Background: an optimization exercise with open tools, aiming at small area and a short achievable clock period. Do not read the settings as production practice. Where RTL was checked, it was by simulation tests only, not by an equivalence proof against the original.

==> fjord: inputs <==
Design CTE, start of the top module:
module CTE ( clk, reset, op_mode, in_en, yuv_in, rgb_in, busy, out_valid, rgb_out, yuv_out);
clock: 25.0 ns
lec_check: 0
cap_margin: 20
core_margin: 2
core_utilization: 40
slew_margin: 20
run.sh (not shown) runs the stock make flow with config.mk's settings and CLKGATE_MAP_FILE= SYNTH_SCRIPT=/design/flow/synth_recipe.tcl, a recipe that flattens the netlist after the stock synthesis.
==> yarrow: changes against fjord <==
--- a/flow/design.v
+++ b/flow/design.v
@@ -11,18 +11,18 @@
 input   [23:0]  rgb_in;
 output  [7:0]   yuv_out;
 reg [1:0] cnt;
 reg busy_r, valid_r;
 reg [23:0] d;
-reg [15:0] np;
+reg [7:0] q;
 assign busy = busy_r;
 assign out_valid = valid_r;
-CTE_m0 M0 (.yy(np[7:0]), .uu(d[23:16]), .vv(d[15:8]), .rgb(rgb_out));
+assign yuv_out = q;
+CTE_m0 M0 (.yy(q), .uu(d[23:16]), .vv(d[15:8]), .rgb(rgb_out));
 wire [23:0] x = (cnt == 2'd0) ? rgb_in : d;
-wire [15:0] na;
-CTE_engA ENGA (.xr(x[23:16]), .xg(x[15:8]), .xb(x[7:0]), .su(cnt == 2'd0), .sy(cnt[0]), .sv(cnt == 2'd2), .n(na));
-CTE_engB ENGB (.n(np), .q(yuv_out));
+wire [7:0] e_q;
+CTE_eng ENG (.xr(x[23:16]), .xg(x[15:8]), .xb(x[7:0]), .su(cnt == 2'd0), .sy(cnt[0]), .sv(cnt == 2'd2), .q(e_q));
 always @(posedge clk or posedge reset) begin
     if (reset) begin
         cnt <= 2'd0;
         busy_r <= 1'b0;
         valid_r <= 1'b0;
@@ -49,22 +49,22 @@
     end
 end
 always @(posedge clk) begin
     if (op_mode) begin
         if (in_en && !cnt[0]) d <= rgb_in;
-        if (in_en) np <= na;
+        if (in_en) q <= e_q;
     end else if (in_en && !busy_r) begin
         if (cnt == 2'd0) d[23:16] <= yuv_in;
         if (cnt == 2'd2) d[15:8] <= yuv_in;
-        if (cnt[0]) np[7:0] <= yuv_in;
+        if (cnt[0]) q <= yuv_in;
     end
 end
 endmodule
-module CTE_engA (xr, xg, xb, su, sy, sv, n);
+module CTE_eng (xr, xg, xb, su, sy, sv, q);
 input [7:0] xr, xg, xb;
 input su, sy, sv;
-output [15:0] n;
+output [7:0] q;
 wire ea_0 = ((su|sv) & xr[0]);
 wire ea_1 = ((su|sv) & xr[1]) | (sy & xr[0]);
 wire ea_2 = ((su|sv) & xr[2]) | (sy & xr[1]);
 wire ea_3 = ((su|sv) & xr[3]) | (sy & xr[2]);
 wire ea_4 = ((su|sv) & xr[4]) | (sy & xr[3]);
@@ -417,31 +417,10 @@
 wire ea_351 = ea_233 ^ ea_329;
 wire ea_352 = ea_235 ^ ea_331;
 wire ea_353 = ea_237 ^ ea_333;
 wire ea_354 = ea_239 ^ ea_335;
 wire ea_355 = ea_241 ^ ea_337;
-assign n = {ea_355, ea_354, ea_353, ea_352, ea_351, ea_350, ea_349, ea_348, ea_347, ea_346, ea_345, ea_344, ea_343, ea_342, ea_341, ea_211};
-endmodule
-module CTE_engB (n, q);
-input [15:0] n;
-output [7:0] q;
-wire ea_211 = n[0];
-wire ea_341 = n[1];
-wire ea_342 = n[2];
-wire ea_343 = n[3];
-wire ea_344 = n[4];
-wire ea_345 = n[5];
-wire ea_346 = n[6];
-wire ea_347 = n[7];
-wire ea_348 = n[8];
-wire ea_349 = n[9];
-wire ea_350 = n[10];
-wire ea_351 = n[11];
-wire ea_352 = n[12];
-wire ea_353 = n[13];
-wire ea_354 = n[14];
-wire ea_355 = n[15];
 wire eb_0 = 1'b1 ^ ea_211;
 wire eb_1 = 1'b1 & ea_211;
 wire eb_2 = 1'b1 ^ ea_211 ^ ea_341;
 wire eb_3 = (1'b1 & ea_211) | (1'b1 & ea_341) | (ea_211 & ea_341);
 wire eb_4 = ea_345 ^ ea_346;
==> qor summary <==
quantity	yarrow	fjord
Top cell type's share of synthesized area	0.3326	0.3369
GR Util met2	0.3331	0.3218
Global-route track usage on met3	0.03024	0.01848
Total routed wire length on the met1 layer	10330 um	9166 um
Capturing element of the worst setup path	q[3]$_DFFE_PP_	rgb_out[23]
Asr flop ratio synth	0.1111	0.09091
Design Area, Final	9651 sq um	9494 sq um
Number of multi-input combinational cells in the layout	664	598
Detailed router's first-iteration violation count	484	297
Initial cell density of the core	0.4037	0.4086
Fraction of synthesized area in multiplexers	0.01405	0.009585
Vertical extent of the die	151.7 um	150.8 um
Number of global-route vias before repair	6704	6481
Sequential Area	1061 sq um	1301 sq um
Number of flops mapped to enable cells by yosys	32	40
Core Box Area	21620 sq um	21090 sq um
Run status	complete, no violations	complete, no violations
Synthesis-stage register bit count	36	44
Depth of the worst hold-timing path	1	2
Vias after detailed routing	6578	6062
No functional check of the RTL was part of any run of this note.


==> job 5255 <==
CTE, a different RTL version from the one above (not shown whole).
clock: 25.0 ns
lec_check: 0
cap_margin: 20
core_margin: 2
core_utilization: 40
slew_margin: 20
standard.sh (not shown) runs the stock make flow with config.mk's settings and CLKGATE_MAP_FILE= SYNTH_SCRIPT=/design/flow/synth_recipe.tcl, a recipe that flattens the netlist after the stock synthesis.
==> flow/flow/run.sh <==
#!/bin/bash
# Standard layout (the standard.sh: standard synthesis and ORFS flow), with the
# port buffers made from buf_2 instead of the default delay buffer, and timing repair aiming 18 ns above zero slack.
set -euo pipefail
bash standard.sh "BUFFER_PORTS_ARGS=-buffer_cell sky130_fd_sc_hd__buf_2" "SETUP_SLACK_MARGIN=18" finish > standard_flow.log 2>&1
==> job 5171 (differences from job 5255) <==
==> flow/flow/run.sh (replaced) <==
#!/bin/bash
# Standard layout (the standard.sh: standard synthesis and ORFS flow), with the
# port buffers made from buf_2 instead of the default delay buffer, and timing repair aiming 16.5 ns above zero slack.
set -euo pipefail
bash standard.sh "BUFFER_PORTS_ARGS=-buffer_cell sky130_fd_sc_hd__buf_2" "SETUP_SLACK_MARGIN=16.5" finish > standard_flow.log 2>&1
==> results_dict.tcl <==
set metrics [dict create \
    layout.nets 1255 \
    dpl_cell_area_um2 9130 \
    seq_share 0.125 \
    status "timing/DRC/antenna clean" \
    via_count 6421 \
    final_cell_mix "160 x inv_1, 106 x fa_1, 75 x ha_1, 65 x nand2_1, 63 x buf_2" \
    clock_buffers 5 \
    grt_pass1_vias 6843 \
    tightest_slew_ps 1120 \
    route.met2.wl_um 10800 \
    area_growth_pct 22.1 \
]
-- figures above: job 5171

==> results_dict.tcl <==
set metrics [dict create \
    grt_pass1_vias 6930 \
    use_met3 0.0191 \
    tightest_slew_ps 891 \
    status "timing/DRC/antenna clean" \
    clock_buffers 6 \
    route.met2.wl_um 10800 \
    area_growth_pct 26.8 \
    dpl_cell_area_um2 9270 \
    antenna_found_initial 0 \
    via_count 6471 \
]
-- figures above: job 5255



==> branch maple <==
Another version of the RTL of CTE (not shown whole).
// CTE
module CTE ( clk, reset, op_mode, in_en, yuv_in, rgb_in, busy, out_valid, rgb_out, yuv_out);
==> flow/config.mk <==
export PLATFORM = sky130hd
export DESIGN_NAME = CTE
export DESIGN_NICKNAME = CTE
export VERILOG_FILES = /design/flow/design.v
export SDC_FILE = /design/flow/constraint.sdc
export NUM_CORES = 4
export LEC_CHECK = 0
export CAP_MARGIN = 20
export CORE_MARGIN = 2
export CORE_UTILIZATION = 65
export SLEW_MARGIN = 20
export SYNTH_HIERARCHICAL = 1
==> flow/constraint.sdc <==
create_clock -name core_clock -period 25.0 [get_ports {clk}]
set_input_delay 5.0000 -clock core_clock [delete_from_list [all_inputs] [get_ports {clk}]]
set_output_delay 5.0000 -clock core_clock [all_outputs]
set_load 0.01 [all_outputs]
==> flow/flow/run.sh <==
#!/bin/bash
# Standard layout (the standard.sh: standard synthesis and ORFS flow), with the
# port buffers made from buf_2 instead of the default delay buffer.
set -euo pipefail
bash standard.sh "BUFFER_PORTS_ARGS=-buffer_cell sky130_fd_sc_hd__buf_2" finish > standard_flow.log 2>&1
==> branch ember (differences from branch maple) <==
==> flow/config.mk (replaced) <==
export PLATFORM = sky130hd
export DESIGN_NAME = CTE
export DESIGN_NICKNAME = CTE
export VERILOG_FILES = /design/flow/design.v
export SDC_FILE = /design/flow/constraint.sdc
export NUM_CORES = 4
export LEC_CHECK = 0
export CAP_MARGIN = 20
export CORE_MARGIN = 2
export CORE_UTILIZATION = 40
export SLEW_MARGIN = 20
export SYNTH_HIERARCHICAL = 1
==> branch tundra (differences from branch maple) <==
--- a/flow/design.v
+++ b/flow/design.v
@@ -13,13 +13,13 @@
 reg [1:0] cnt;
 reg busy_r, valid_r;
 reg [23:0] d;
 reg [15:0] np;
 assign busy = busy_r;
 assign out_valid = valid_r;
-wire [7:0] yy = np[7:0], uu = d[23:16], vv = d[15:8];
+wire [7:0] yy = d[7:0], uu = d[23:16], vv = d[15:8];
 wire [23:0] rgb;
 assign rgb_out = rgb;
 wire m0_0 = ~vv[7];
 wire m0_1 = ~vv[7];
 wire m0_2 = ~vv[7];
 wire m0_3, m0_4;
@@ -1027,13 +1027,13 @@
     if (op_mode) begin
         if (in_en && !cnt[0]) d <= rgb_in;
         if (in_en) np <= na;
     end else if (in_en && !busy_r) begin
         if (cnt == 2'd0) d[23:16] <= yuv_in;
         if (cnt == 2'd2) d[15:8] <= yuv_in;
-        if (cnt[0]) np[7:0] <= yuv_in;
+        if (cnt[0]) d[7:0] <= yuv_in;
     end
 end
 endmodule
 module CTE_fa (a, b, c, s, co);
 input a, b, c; output s, co;
 assign s = a ^ b ^ c;
==> flow/config.mk (replaced) <==
export PLATFORM = sky130hd
export DESIGN_NAME = CTE
export DESIGN_NICKNAME = CTE
export VERILOG_FILES = /design/flow/design.v
export SDC_FILE = /design/flow/constraint.sdc
export NUM_CORES = 4
export LEC_CHECK = 0
export CAP_MARGIN = 20
export CORE_MARGIN = 2
export CORE_UTILIZATION = 40
export SLEW_MARGIN = 20
export SYNTH_HIERARCHICAL = 1
==> results.ini <==
[run_status]
outcome=timing/DRC/antenna clean

[placed_design]
placed_cell_area_um2=8637
gp_congestion=0.8661

[layout]
post_route_cells_drive_above_1_share_pct=10.54

[logic_synthesis]
synth_seq_area_share_pct=15.79

[end of results for branch tundra]
==> results.ini <==
[run_status]
outcome=timing/DRC/antenna clean

[logic_synthesis]
synth_seq_area_share_pct=15.94
yosys_warnings=7

[placed_design]
placed_cell_area_um2=8427
gp_congestion=0.9462

[end of results for branch maple]
==> results.ini <==
[timing]
rsz0062_at_grt=false

[placed_design]
gp_congestion=0.9008

[run_status]
outcome=timing/DRC/antenna clean

[logic_synthesis]
synth_seq_area_share_pct=15.94
yosysTopAreaCellShare_pct=33.59

[layout]
post_route_cells_drive_above_1_share_pct=9.846

[end of results for branch ember]
For branch tundra, only the layout was checked, not whether the RTL still works.

==> re-timing with driven ports <==
The results above use ideal ports. As a check the final layouts listed here were re-extracted and re-timed, cells and wires unchanged. Step 1 assumes that a clkbuf_16 drives the clock port and a buf_2 every other input. Step 2 adds t to the input delays and takes it off the output delays; t is the mean of the earliest and latest rising clock arrival at the registers after step 1. Input paths then give back, and output paths get back, about the clock's delay inside the block. Three values: no drivers, after step 1, after step 2; two values: the first two.
run	shift t [ns]	slack for setup (ns)	latest minus earliest clock arrival (ns)	pins driven straight from the clock port
fjord	0.329	13.965 / 13.927 / 14.256	0.007 / 0.008	1
yarrow	0.338	11.841 / 11.847 / 11.509	0.014 / 0.014	1
job 5255	0.329	15.677 / 15.638 / 15.838	0.010 / 0.011	1
job 5171	0.339	15.690 / 15.649 / 15.813	0.017 / 0.017	1
branch maple	0.331	15.256 / 15.218 / 15.511	0.009 / 0.008	1
branch ember	0.328	15.200 / 15.163 / 15.467	0.008 / 0.008	1
branch tundra	0.333	15.689 / 15.651 / 15.665	0.008 / 0.009	1
After both steps setup and hold are still met in every run listed. The setup slack of yarrow, which loses most, moves by +0.006 ns with the drivers and by -0.332 ns with both steps.
